From an optimization exercise on the open Yosys and OpenROAD flow, aimed at small area, a short achievable clock period and few clock cycles per item; shortcuts taken in it are not production practice. RTL that was checked went through simulation tests only; none was proved equivalent to the original.

==> inputs of job 2877 <==
## Raptor64Mult
module Raptor64Mult(rst, clk, ld, sgn, isMuli, a, b, imm, o, done);
clock: 10.0 ns
lec_check: 0
abc_clock_period_in_ps: 3000
cap_margin: 20
core_margin: 2
core_utilization: 55
setup_slack_margin: 5
slew_margin: 20
synth_hierarchical: 1
synth_minimum_keep_size: 0
run.sh (not shown) runs the stock make flow with config.mk's settings and CLKGATE_MAP_FILE= SYNTH_SCRIPT=/design/flow/synth_recipe.tcl, a recipe that flattens the netlist after the stock synthesis.
==> job 9333 (differences from job 2877) <==
==> flow/flow/run.sh (new file) <==
#!/bin/bash
# Own layout flow: the standard layout (standard.sh, unchanged synthesis and
# steps), run with a larger setup repair margin than config.mk accepts, so that
# repair_timing keeps working on paths until they fit in a shorter period.
# The clock, constraints and design are the standard flow's; only the repair target moves.
set -euo pipefail
MARGIN=$(cat flow/margin.txt)
sed -e "s/SETUP_SLACK_MARGIN=[-0-9.]*/SETUP_SLACK_MARGIN=${MARGIN}/" standard.sh > standard_margin.sh
grep -q "SETUP_SLACK_MARGIN=${MARGIN}" standard_margin.sh
bash standard_margin.sh > standard_margin.log 2>&1
==> flow/flow/margin.txt (new file) <==
6.8
==> flow/standard.sh (new file) <==
#!/bin/bash
# synth_recipe.tcl (not shown) runs the flow's synth.tcl, then flattens the netlist and writes it again
# the make line also repeats each setting of config.mk as NAME=value (left out here)
make -C /OpenROAD-flow-scripts/flow DESIGN_CONFIG=/design/flow/config.mk WORK_HOME=/design/flow/orfs CLKGATE_MAP_FILE= SYNTH_SCRIPT=/design/flow/synth_recipe.tcl "${@:-finish}"
- CAP_MARGIN: 20 -> 50
- SLEW_MARGIN: 20 -> 70
removed: flow/run.sh
==> job 9920 (differences from job 2877) <==
- CAP_MARGIN: 20 -> 50
- SLEW_MARGIN: 20 -> 70
==> notes <==
- Wire length: job 2877 < job 9920 < job 9333.
- Synthesized cell count is the same in job 9920 and job 9333.
- The highest maximum frequency belongs to job 9333, the lowest to job 2877.
- Via count, lowest first: job 2877, job 9920, job 9333.
- Job 2877 completed without violations. Job 9333 completed with no timing, DRC or antenna violations. Job 9920 went through all stages and came out clean.
==> figures <==
|  | job 9920 | job 2877 | job 9333 |
|---|---|---|---|
| Setup fix buffers added after clock tree synthesis | 0 | 0 | 81 |
| Area delta synth->final | 20.2% | 18.0% | 32.7% |
| FF-to-FF setup slack | 6.65 ns | 6.09 ns | 6.67 ns |
| Highest clock rate | 0.274 GHz | 0.256 GHz | 0.300 GHz |
| Wire length of the first global-routing pass | 161,000 um | 159,000 um | 169,000 um |
| Worst slack, placed | 6.04 ns | 5.66 ns | 6.39 ns |
| Wire length on met3 | 8490 um | 8340 um | 13,100 um |
| Layout clock area frac | 0.0449 | 0.0440 | 0.0375 |
| Final nets | 4,004 | 3,992 | 4,171 |
| Result of the run | complete, no violations | complete, no violations | complete, no violations |
Testbench counts of job 2877, summed over its fixed seeds: cycles 19,200, items 2,400.
Testbench counts of job 9333, summed over its fixed seeds: cycles 19,200, items 2,400.
Testbench counts of job 9920, summed over its fixed seeds: cycles 19,200, items 2,400.

---

==> willow: inputs <==
Raptor64Mult, a different RTL version from the one above (not shown whole).
clock: 10.0 ns
lec_check: 0
abc_clock_period_in_ps: 3000
cap_margin: 50
core_margin: 2
core_utilization: 62
cts_buf_list: sky130_fd_sc_hd__clkbuf_16
cts_cluster_diameter: 100
cts_cluster_size: 24
setup_slack_margin: 5
slew_margin: 70
synth_hierarchical: 1
synth_minimum_keep_size: 0
standard.sh (not shown) runs the stock make flow with config.mk's settings and CLKGATE_MAP_FILE= SYNTH_SCRIPT=/design/flow/synth_recipe.tcl, a recipe that flattens the netlist after the stock synthesis.
==> flow/flow/run.sh <==
#!/bin/bash
set -euo pipefail
MARGIN=$(cat flow/margin.txt)
export BUFFER_PORTS_ARGS="-buffer_cell $(cat flow/bufcell.txt)"
sed -e "s/SETUP_SLACK_MARGIN=[-0-9.]*/SETUP_SLACK_MARGIN=${MARGIN}/" standard.sh > standard_margin.sh
grep -q "SETUP_SLACK_MARGIN=${MARGIN}" standard_margin.sh
bash standard_margin.sh > standard_margin.log 2>&1
==> flow/flow/bufcell.txt <==
sky130_fd_sc_hd__buf_1
==> flow/flow/margin.txt <==
6.7
==> cedar (differences from willow) <==
==> flow/flow/margin.txt (replaced) <==
6.8
==> qor summary <==
metric                                                     willow                  cedar
Outcome                          no timing/DRC/antenna violations  no timing/DRC/antenna violations
DR WL/cell                                               26.96 um               27.51 um
GRT Resource Usage Total                                   0.3826                 0.3923
Reg-to-Reg End                                             sr[26]                  sr[8]
Drt first pass iters                                            5                      6
Met2 global-route usage                                    0.6247                 0.6346
DP Worst Slack                                           6.144 ns               5.993 ns
Slowest stage cell on the critical path  sky130_fd_sc_hd__dfxtp_4  sky130_fd_sc_hd__fa_1
Antenna violations before repair                                1                      0
Critical path data arrival time                           1.29 ns                3.66 ns
Worst Setup End Kind                               primary output               register
Post-CTS setup buffers                                          0                     65
Layout net count                                             3830                   3903
Detailed Place HPWL                                      72.22 mm               73.26 mm
Testbench counts of willow, summed over its fixed seeds: cycles 19,200, items 2,400.
Testbench counts of cedar, summed over its fixed seeds: cycles 19,200, items 2,400.

---

==> run C <==
Raptor64Mult, a different RTL version from the one above (not shown whole).
==> flow/config.mk <==
export PLATFORM = sky130hd
export DESIGN_NAME = Raptor64Mult
export DESIGN_NICKNAME = Raptor64Mult
export VERILOG_FILES = /design/flow/design.v
export SDC_FILE = /design/flow/constraint.sdc
export NUM_CORES = 4
export LEC_CHECK = 0
export ABC_CLOCK_PERIOD_IN_PS = 3000
export CAP_MARGIN = 50
export CORE_MARGIN = 2
export CORE_UTILIZATION = 55
export SETUP_SLACK_MARGIN = 5
export SLEW_MARGIN = 70
export SYNTH_HIERARCHICAL = 1
export SYNTH_MINIMUM_KEEP_SIZE = 0
==> flow/constraint.sdc <==
create_clock -name core_clock -period 10.0 [get_ports {clk}]
set_input_delay 2.0000 -clock core_clock [delete_from_list [all_inputs] [get_ports {clk}]]
set_output_delay 2.0000 -clock core_clock [all_outputs]
set_load 0.01 [all_outputs]
==> flow/flow/margin.txt <==
6.6
Scripts as last shown in full above: flow/flow/run.sh, flow/flow/bufcell.txt
==> inputs of run F, as changes to run C <==
==> flow/run.sh (new file) <==
#!/bin/bash
# synth_recipe.tcl (not shown) runs the flow's synth.tcl, then flattens the netlist and writes it again
# the make line also repeats each setting of config.mk as NAME=value (left out here)
make -C /OpenROAD-flow-scripts/flow DESIGN_CONFIG=/design/flow/config.mk WORK_HOME=/design/flow/orfs CLKGATE_MAP_FILE= SYNTH_SCRIPT=/design/flow/synth_recipe.tcl finish
removed: flow/flow/run.sh
removed: flow/flow/bufcell.txt
removed: flow/flow/margin.txt
removed: flow/standard.sh
==> inputs of run R, as changes to run C <==
==> flow/flow/run.sh (replaced) <==
#!/bin/bash
# Own layout flow: the standard layout (standard.sh, unchanged synthesis and
# steps), run with a larger setup repair margin than config.mk accepts, so that
# repair_timing keeps working on paths until they fit in a shorter period.
# The clock, constraints and design are the standard flow's; only the repair target moves.
set -euo pipefail
MARGIN=$(cat flow/margin.txt)
sed -e "s/SETUP_SLACK_MARGIN=[-0-9.]*/SETUP_SLACK_MARGIN=${MARGIN}/" standard.sh > standard_margin.sh
grep -q "SETUP_SLACK_MARGIN=${MARGIN}" standard_margin.sh
bash standard_margin.sh > standard_margin.log 2>&1
==> flow/flow/margin.txt (replaced) <==
6.9
removed: flow/flow/bufcell.txt
==> inputs of run D, as changes to run C <==
==> flow/flow/run.sh (replaced) <==
#!/bin/bash
# Own layout flow: the standard layout (standard.sh, unchanged synthesis and
# steps), run with a larger setup repair margin than config.mk accepts, so that
# repair_timing keeps working on paths until they fit in a shorter period.
# The clock, constraints and design are the standard flow's; only the repair target moves.
set -euo pipefail
MARGIN=$(cat flow/margin.txt)
sed -e "s/SETUP_SLACK_MARGIN=[-0-9.]*/SETUP_SLACK_MARGIN=${MARGIN}/" standard.sh > standard_margin.sh
grep -q "SETUP_SLACK_MARGIN=${MARGIN}" standard_margin.sh
bash standard_margin.sh > standard_margin.log 2>&1
removed: flow/flow/bufcell.txt
==> notes <==
- Between run F and run D, the lower clock skew is in run F (gap 0.00071 ns).
- In run F the wire length is smaller than in run R, by about 10%.
- Global-route usage: run R > run C > run D > run F.
- In run F the count of clock-buffer cells in the layout is higher than in run R, by 8.
- Sequential share of layout area, lowest first: run R, run F, run D, run C.
Testbench counts of run C, summed over its fixed seeds: cycles 19,200, items 2,400.
Testbench counts of run F, summed over its fixed seeds: cycles 19,200, items 2,400.
Testbench counts of run R, summed over its fixed seeds: cycles 19,200, items 2,400.
Testbench counts of run D, summed over its fixed seeds: cycles 19,200, items 2,400.

---

==> job 1706 <==
Another version of the RTL of Raptor64Mult (not shown whole).
export LEC_CHECK = 0
export ABC_CLOCK_PERIOD_IN_PS = 3000
export CAP_MARGIN = 20
export CORE_MARGIN = 2
export CORE_UTILIZATION = 55
export SETUP_SLACK_MARGIN = 5
export SLEW_MARGIN = 20
export SYNTH_HIERARCHICAL = 1
export SYNTH_MINIMUM_KEEP_SIZE = 0
create_clock -name core_clock -period 10.0 [get_ports {clk}]
run.sh (not shown) runs the stock make flow with config.mk's settings and CLKGATE_MAP_FILE= SYNTH_SCRIPT=/design/flow/synth_recipe.tcl, a recipe that flattens the netlist after the stock synthesis.
Stock flow here: none of the scripts above is used.
==> job 2399: changes against job 1706 <==
--- a/flow/config.mk
+++ b/flow/config.mk
@@ -7,9 +7,9 @@
 export LEC_CHECK = 0
 export ABC_CLOCK_PERIOD_IN_PS = 3000
-export CAP_MARGIN = 20
+export CAP_MARGIN = 50
 export CORE_MARGIN = 2
 export CORE_UTILIZATION = 55
 export SETUP_SLACK_MARGIN = 5
-export SLEW_MARGIN = 20
+export SLEW_MARGIN = 70
 export SYNTH_HIERARCHICAL = 1
 export SYNTH_MINIMUM_KEEP_SIZE = 0
==> summary of the runs <==
In die area, job 2399 and job 1706 do not differ. In job 2399 the worst hold slack is better than in job 1706, by 9.3 ps. In synthesized area, job 1706 and job 2399 do not differ. Of job 2399 and job 1706, job 2399 has the higher routed wire length (gap 1.2%, measured against job 1706). In job 1706 the clock skew is lower than in job 2399, by 12 ps. Job 1706 ran to the end with no violations. Job 2399 passed the timing, design-rule and antenna checks. Of job 1706 and job 2399, job 2399 has the higher sequential share of layout area (gap 0.32 points). Of job 2399 and job 1706, job 1706 has the higher count of clock-buffer cells in the layout (gap 6). In synthesized cell count, job 2399 and job 1706 do not differ. Fmax is about the same in job 1706 and job 2399.
==> figures <==
| quantity | job 1706 | job 2399 |
|---|---|---|
| Met3 track utilization from global routing | 6.99% | 6.67% |
| Outcome | finished clean | finished clean |
| Max FO, Critical Path | 64 | 2 |
| Number of vias per cell | 5.98 | 6.01 |
| Post-route design area | 40000 um^2 | 40600 um^2 |
| WHS Endpoint | ph[6] | dr[7] |
| Maximum number of pins on one net before global-route repair | 112 | 50 |
| Destination of the worst register-to-register timing path | lsr[12] | sr[28] |
| Clock latency (worst-skew pair) | 630 ps | 650 ps |
| Post-Route Hold Slack | 456 ps | 465 ps |
| First-pass GRT wire length | 161000 um | 162000 um |
| Vias in the first global route | 25900 | 26100 |
| Fraction of layout cells with a size suffix above 1 | 3.08% | 9.12% |
| Sequential portion of the cell area | 23.4% | 23.7% |
| Buffering stage count on the worst path with inverters included | 2 | 1 |
| Combined global-route utilization of all metal layers | 33.3% | 33.7% |
| Total number of cells along the worst setup path | 5 | 1 |
No functional check of the RTL was part of any run of this note.

-- what the ideal ports hide --
How much do the figures lean on ideal ports? The routed layouts below were timed once more, with nothing changed but the port constraints.
Step 1 (the two cells are an assumption about what drives the block):
set clk [get_ports {clk}]
set_driving_cell -lib_cell sky130_fd_sc_hd__clkbuf_16 $clk
set_driving_cell -lib_cell sky130_fd_sc_hd__buf_2 [delete_from_list [all_inputs] $clk]
Step 2, shift: input delay + t, output delay - t, t = (earliest + latest rising clock arrival at the registers) / 2. This alone moves slack from input paths to output paths.
a / b / c = ideal / step 1 / step 2; a / b = the first two.
| run | t, ns | slack for setup (ns) | worst register clock-pin slew, ns | pins driven straight from the clock port |
|---|---|---|---|---|
| job 2877 | 0.686 | 6.093 / 6.093 / 5.657 | 0.07 / 0.07 | 1 |
| job 9333 | 0.673 | 6.666 / 6.666 / 6.130 | 0.07 / 0.07 | 1 |
| job 9920 | 0.679 | 6.354 / 6.292 / 5.992 | 0.07 / 0.07 | 1 |
| willow | 0.651 | 6.708 / 6.641 / 6.200 | 0.12 / 0.12 | 1 |
| cedar | 0.657 | 6.820 / 6.795 / 6.224 | 0.11 / 0.11 | 1 |
| run C | 0.688 | 6.641 / 6.573 / 6.411 | 0.07 / 0.07 | 1 |
| run F | 0.670 | 6.155 / 6.090 / 6.280 | 0.06 / 0.06 | 1 |
| run R | 0.675 | 6.869 / 6.836 / 6.241 | 0.07 / 0.07 | 1 |
| run D | 0.669 | 6.634 / 6.568 / 6.287 | 0.07 / 0.07 | 1 |
| job 1706 | 0.680 | 6.299 / 6.252 / 5.650 | 0.07 / 0.07 | 1 |
| job 2399 | 0.696 | 6.293 / 6.230 / 6.174 | 0.07 / 0.07 | 1 |
After both steps every run listed still meets setup and hold. The setup slack of job 1706, which loses most, moves by -0.047 ns with the drivers and by -0.649 ns with both steps.
